Context: an optimization exercise on an open-source flow, tuned for small area and a short achievable clock period. The choices shown serve that exercise and are no tape-out recipe. The RTL was checked by simulation tests, not by an equivalence proof against the original design.

==> delta: inputs <==
==> flow/design.v <==
module alu(
    input [31:0] A,
    input [31:0] B,
    input [3:0] opcode,
    output [31:0] result
);
    wire op_add = (opcode == 4'd0);
    wire op_sub = (opcode == 4'd1);
    wire op_and = (opcode == 4'd2);
    wire op_or  = (opcode == 4'd3);
    wire op_xor = (opcode == 4'd4);
    wire op_nor = (opcode == 4'd5);
    wire op_not = (opcode == 4'd6);
    wire op_sll = (opcode == 4'd7);
    wire op_srl = (opcode == 4'd8) | (opcode == 4'd9);
    wire op_inc = (opcode == 4'd10);
    wire op_dec = (opcode == 4'd11);
    wire op_slt = (opcode == 4'd12);
    wire op_sgt = (opcode == 4'd13);
    wire op_lui = (opcode == 4'd14);
    wire use_b  = op_add | op_sub | op_and | op_or | op_xor | op_nor | op_slt | op_sgt;
    wire inv_b  = op_sub | op_slt | op_sgt | op_not | op_dec;
    wire cin    = op_sub | op_dec | op_slt;
    wire arith  = op_add | op_sub | op_inc | op_dec;
    wire sel_p  = arith | op_or | op_xor | op_nor | op_not;
    wire sel_g  = op_and | op_or | op_nor;
    wire [31:0] bx;
    genvar i;
    generate
        for (i = 0; i < 32; i = i + 1) begin : BXG
            if (i == 2)
                assign bx[i] = (B[i] & use_b) ^ (inv_b ? 1'b1 : 1'b0) ^ (op_inc | op_dec);
            else
                assign bx[i] = (B[i] & use_b) ^ inv_b;
        end
    endgenerate
    wire [31:0] p = A ^ bx;
    wire [31:0] g = A & bx;
    wire [32:0] c;
    prefix_carry pc(.p(p), .g(g), .cin(cin), .c(c));
    wire [31:0] core = ((p & {32{sel_p}}) | (g & {32{sel_g}})) ^
                       ((c[31:0] & {32{arith}}) | {32{op_nor}});
    wire [31:0] x;
    generate
        for (i = 0; i < 32; i = i + 1) begin : XS
            assign x[i] = (A[i] & op_srl) | (A[31-i] & op_sll);
        end
    endgenerate
    wire [31:0] s = x >> B[4:0];
    wire big = |B[31:5];
    wire en_r = op_srl & ~big;
    wire en_l = op_sll & ~big;
    wire [31:0] sh;
    generate
        for (i = 0; i < 32; i = i + 1) begin : SO
            assign sh[i] = (s[i] & en_r) | (s[31-i] & en_l);
        end
    endgenerate
    wire cmp = (c[32] ^ op_slt) & (op_slt | op_sgt);
    wire [31:0] lui = {B[15:0] & {16{op_lui}}, 16'd0};
    assign result = core | sh | lui | {31'd0, cmp};
endmodule
module prefix_carry(
    input [31:0] p,
    input [31:0] g,
    input cin,
    output [32:0] c
);
    function [32:0] carries(input [31:0] pv, input [31:0] gv, input ci);
        reg [31:0] G, P;
        integer l, j, m;
        begin
            G = gv;
            G[0] = gv[0] | (pv[0] & ci);
            P = pv;
            for (l = 0; l < 5; l = l + 1)
                for (j = 0; j < 32; j = j + 1)
                    if (((j >> l) & 1) == 1) begin
                        m = ((j >> l) << l) - 1;
                        G[j] = G[j] | (P[j] & G[m]);
                        P[j] = P[j] & P[m];
                    end
            carries = {G, ci};
        end
    endfunction
    assign c = carries(p, g, cin);
endmodule
module register_bank(
    input clk,
    input rst,
    input [3:0] read_reg1,
    input [3:0] read_reg2,
    input [3:0] write_reg,
    input [31:0] write_data,
    input write_enable,
    output [31:0] data_out1,
    output [31:0] data_out2
);
    wire [511:0] regs_flat;
    wire [15:0] sel1 = 16'd1 << read_reg1;
    wire [15:0] sel2 = 16'd1 << read_reg2;
    wire [15:0] wsel = {15'd0, write_enable} << write_reg;
    genvar g;
    generate
        for (g = 0; g < 16; g = g + 1) begin : R
            localparam [31:0] INIT = (g == 0 || g == 15) ? 32'd0 : g * 10;
            reg [31:0] q;
            always @(posedge clk or posedge rst) begin
                if (rst)
                    q <= INIT;
                else if (wsel[g])
                    q <= write_data;
            end
            assign regs_flat[g*32 +: 32] = q;
        end
    endgenerate
    genvar b, r;
    generate
        for (b = 0; b < 32; b = b + 1) begin : RD
            wire [15:0] col;
            for (r = 0; r < 16; r = r + 1) begin : C
                assign col[r] = regs_flat[r*32 + b];
            end
            assign data_out1[b] = |(sel1 & col);
            assign data_out2[b] = |(sel2 & col);
        end
    endgenerate
endmodule
module top_processor(
    input clk,
    input rst,
    input [3:0] rx,      
    input [3:0] ry,      
    input [3:0] rz,      
    input [3:0] op,      
    input write_en,      
    output [31:0] result_out   
);
    wire [31:0] operand1;
    wire [31:0] operand2;
    wire [31:0] alu_result;
    reg [31:0] result_reg;
    always @(posedge clk or posedge rst) begin
        if (rst)
            result_reg <= 32'b0;
        else
            result_reg <= alu_result;
    end
    register_bank reg_bank(
        .clk(clk),
        .rst(rst),
        .read_reg1(ry),
        .read_reg2(rz),
        .write_reg(rx),
        .write_data(alu_result),
        .write_enable(write_en),
        .data_out1(operand1),
        .data_out2(operand2)
    );
    alu alu_unit(
        .A(operand1),
        .B(operand2),
        .opcode(op),
        .result(alu_result)
    );
    assign result_out = result_reg;
endmodule
==> flow/flow/run.sh <==
#!/bin/bash
# Own flow: the standard ORFS flow, except that ABC maps the logic with an
# area-recovering script (flow/abc_area.scr) instead of ORFS's delay-first one.
# Registers are mapped by the unchanged dfflibmap step, so their names and cells
# are those of the standard synthesis.
set -euo pipefail
W=$(pwd)
F=$W/flow
{
  cat <<'T'
proc abc {args} {
  set i [lsearch $args -script]
  if {$i >= 0} { lset args [expr {$i + 1}] $::env(OWN_ABC_SCRIPT) }
  yosys abc {*}$args
}
T
  cat "$W/synth_recipe.tcl"
} > "$W/own_synth.tcl"
sed "s#$W/synth_recipe.tcl#$W/own_synth.tcl#g" "$W/standard.sh" > "$W/own_standard.sh"
grep -q own_synth.tcl "$W/own_standard.sh"
export OWN_ABC_SCRIPT=$F/abc_area.scr
bash "$W/own_standard.sh" > "$W/flow.log" 2>&1
==> flow/flow/abc_area.scr <==
&get -n
&st
&dch
&nf -R 1000
&put
topo
stime -c
==> flow/standard.sh <==
#!/bin/bash
# synth_recipe.tcl (not shown) runs the flow's synth.tcl, then flattens the netlist and writes it again
# the make line also repeats each setting of config.mk as NAME=value (left out here)
make -C /OpenROAD-flow-scripts/flow DESIGN_CONFIG=/design/flow/config.mk WORK_HOME=/design/flow/orfs CLKGATE_MAP_FILE= SYNTH_SCRIPT=/design/flow/synth_recipe.tcl "${@:-finish}"
==> flow/config.mk <==
export PLATFORM = sky130hd
export DESIGN_NAME = top_processor
export DESIGN_NICKNAME = top_processor
export VERILOG_FILES = /design/flow/design.v
export SDC_FILE = /design/flow/constraint.sdc
export NUM_CORES = 4
export LEC_CHECK = 0
export CAP_MARGIN = 20
export CORE_MARGIN = 2
export CORE_UTILIZATION = 55
export CTS_BUF_LIST = sky130_fd_sc_hd__clkbuf_16
export CTS_CLUSTER_DIAMETER = 80
export CTS_CLUSTER_SIZE = 24
export SETUP_SLACK_MARGIN = 2.5
export SLEW_MARGIN = 20
==> flow/constraint.sdc <==
create_clock -name core_clock -period 8.0 [get_ports {clk}]
set_input_delay 1.6000 -clock core_clock [delete_from_list [all_inputs] [get_ports {clk}]]
set_output_delay 1.6000 -clock core_clock [all_outputs]
set_load 0.01 [all_outputs]
==> inputs of tundra, as changes to delta <==
Settings changed: CORE_UTILIZATION 55 to 45, SETUP_SLACK_MARGIN 2.5 to 2.8.
==> inputs of fjord, as changes to delta <==
==> flow/design.v, changed modules only <==
module register_bank(
    input clk,
    input rst,
    input [3:0] read_reg1,
    input [3:0] read_reg2,
    input [3:0] write_reg,
    input [31:0] write_data,
    input write_enable,
    output reg [31:0] data_out1,
    output reg [31:0] data_out2
);
    wire [511:0] regs_flat;
    wire [15:0] sel1 = 16'd1 << read_reg1;
    wire [15:0] sel2 = 16'd1 << read_reg2;
    wire [15:0] wsel = {15'd0, write_enable} << write_reg;
    genvar g;
    generate
        for (g = 0; g < 16; g = g + 1) begin : R
            localparam [31:0] INIT = (g == 0 || g == 15) ? 32'd0 : g * 10;
            reg [31:0] q;
            always @(posedge clk or posedge rst) begin
                if (rst)
                    q <= INIT;
                else if (wsel[g])
                    q <= write_data;
            end
            assign regs_flat[g*32 +: 32] = q;
        end
    endgenerate
    integer i;
    always @(*) begin
        data_out1 = 32'd0;
        data_out2 = 32'd0;
        for (i = 0; i < 16; i = i + 1) begin
            data_out1 = data_out1 | ({32{sel1[i]}} & regs_flat[i*32 +: 32]);
            data_out2 = data_out2 | ({32{sel2[i]}} & regs_flat[i*32 +: 32]);
        end
    end
endmodule
Settings changed: CORE_UTILIZATION 55 to 40, CTS_BUF_LIST sky130_fd_sc_hd__clkbuf_16 to default, CTS_CLUSTER_DIAMETER 80 to default, CTS_CLUSTER_SIZE 24 to default, SETUP_SLACK_MARGIN 2.5 to default.
==> notes <==
- Via count: fjord is lower than tundra (7.4%).
- The lowest cell count belongs to delta, the highest to tundra.
- In synthesized cell count, tundra and delta do not differ.
- Global-route usage: fjord < tundra < delta.
- In delta the register-to-register slack is higher than in fjord, by 1.5 ns.
- Between tundra and delta, the lower hold slack is in tundra (gap 0.013 ns).

## static timing again, ports no longer ideal
In the flow no input, the clock included, has a driving cell. The finished layouts below were timed again as built, in two steps. Step 1 assumes that a clkbuf_16 drives the clock port and a buf_2 every other input. Step 2, shift: input delay + t, output delay - t, t = (earliest + latest rising clock arrival at the registers) / 2. This alone moves slack from input paths to output paths. Three values: no drivers, after step 1, after step 2; two values: the first two.
run	t (ns)	setup slack, ns	hold WS [ns]
delta	0.685	2.158 / 2.163 / 1.478	0.494 / 0.494 / 0.494
tundra	0.650	2.215 / 2.236 / 1.586	0.481 / 0.481 / 0.481
fjord	0.703	0.419 / 0.460 / -0.243	0.493 / 0.493 / 0.493
Met with ideal ports but missed after step 2: setup timing in fjord. For delta, which loses most, drivers alone change the setup slack by +0.005 ns; drivers and shift together by -0.680 ns.
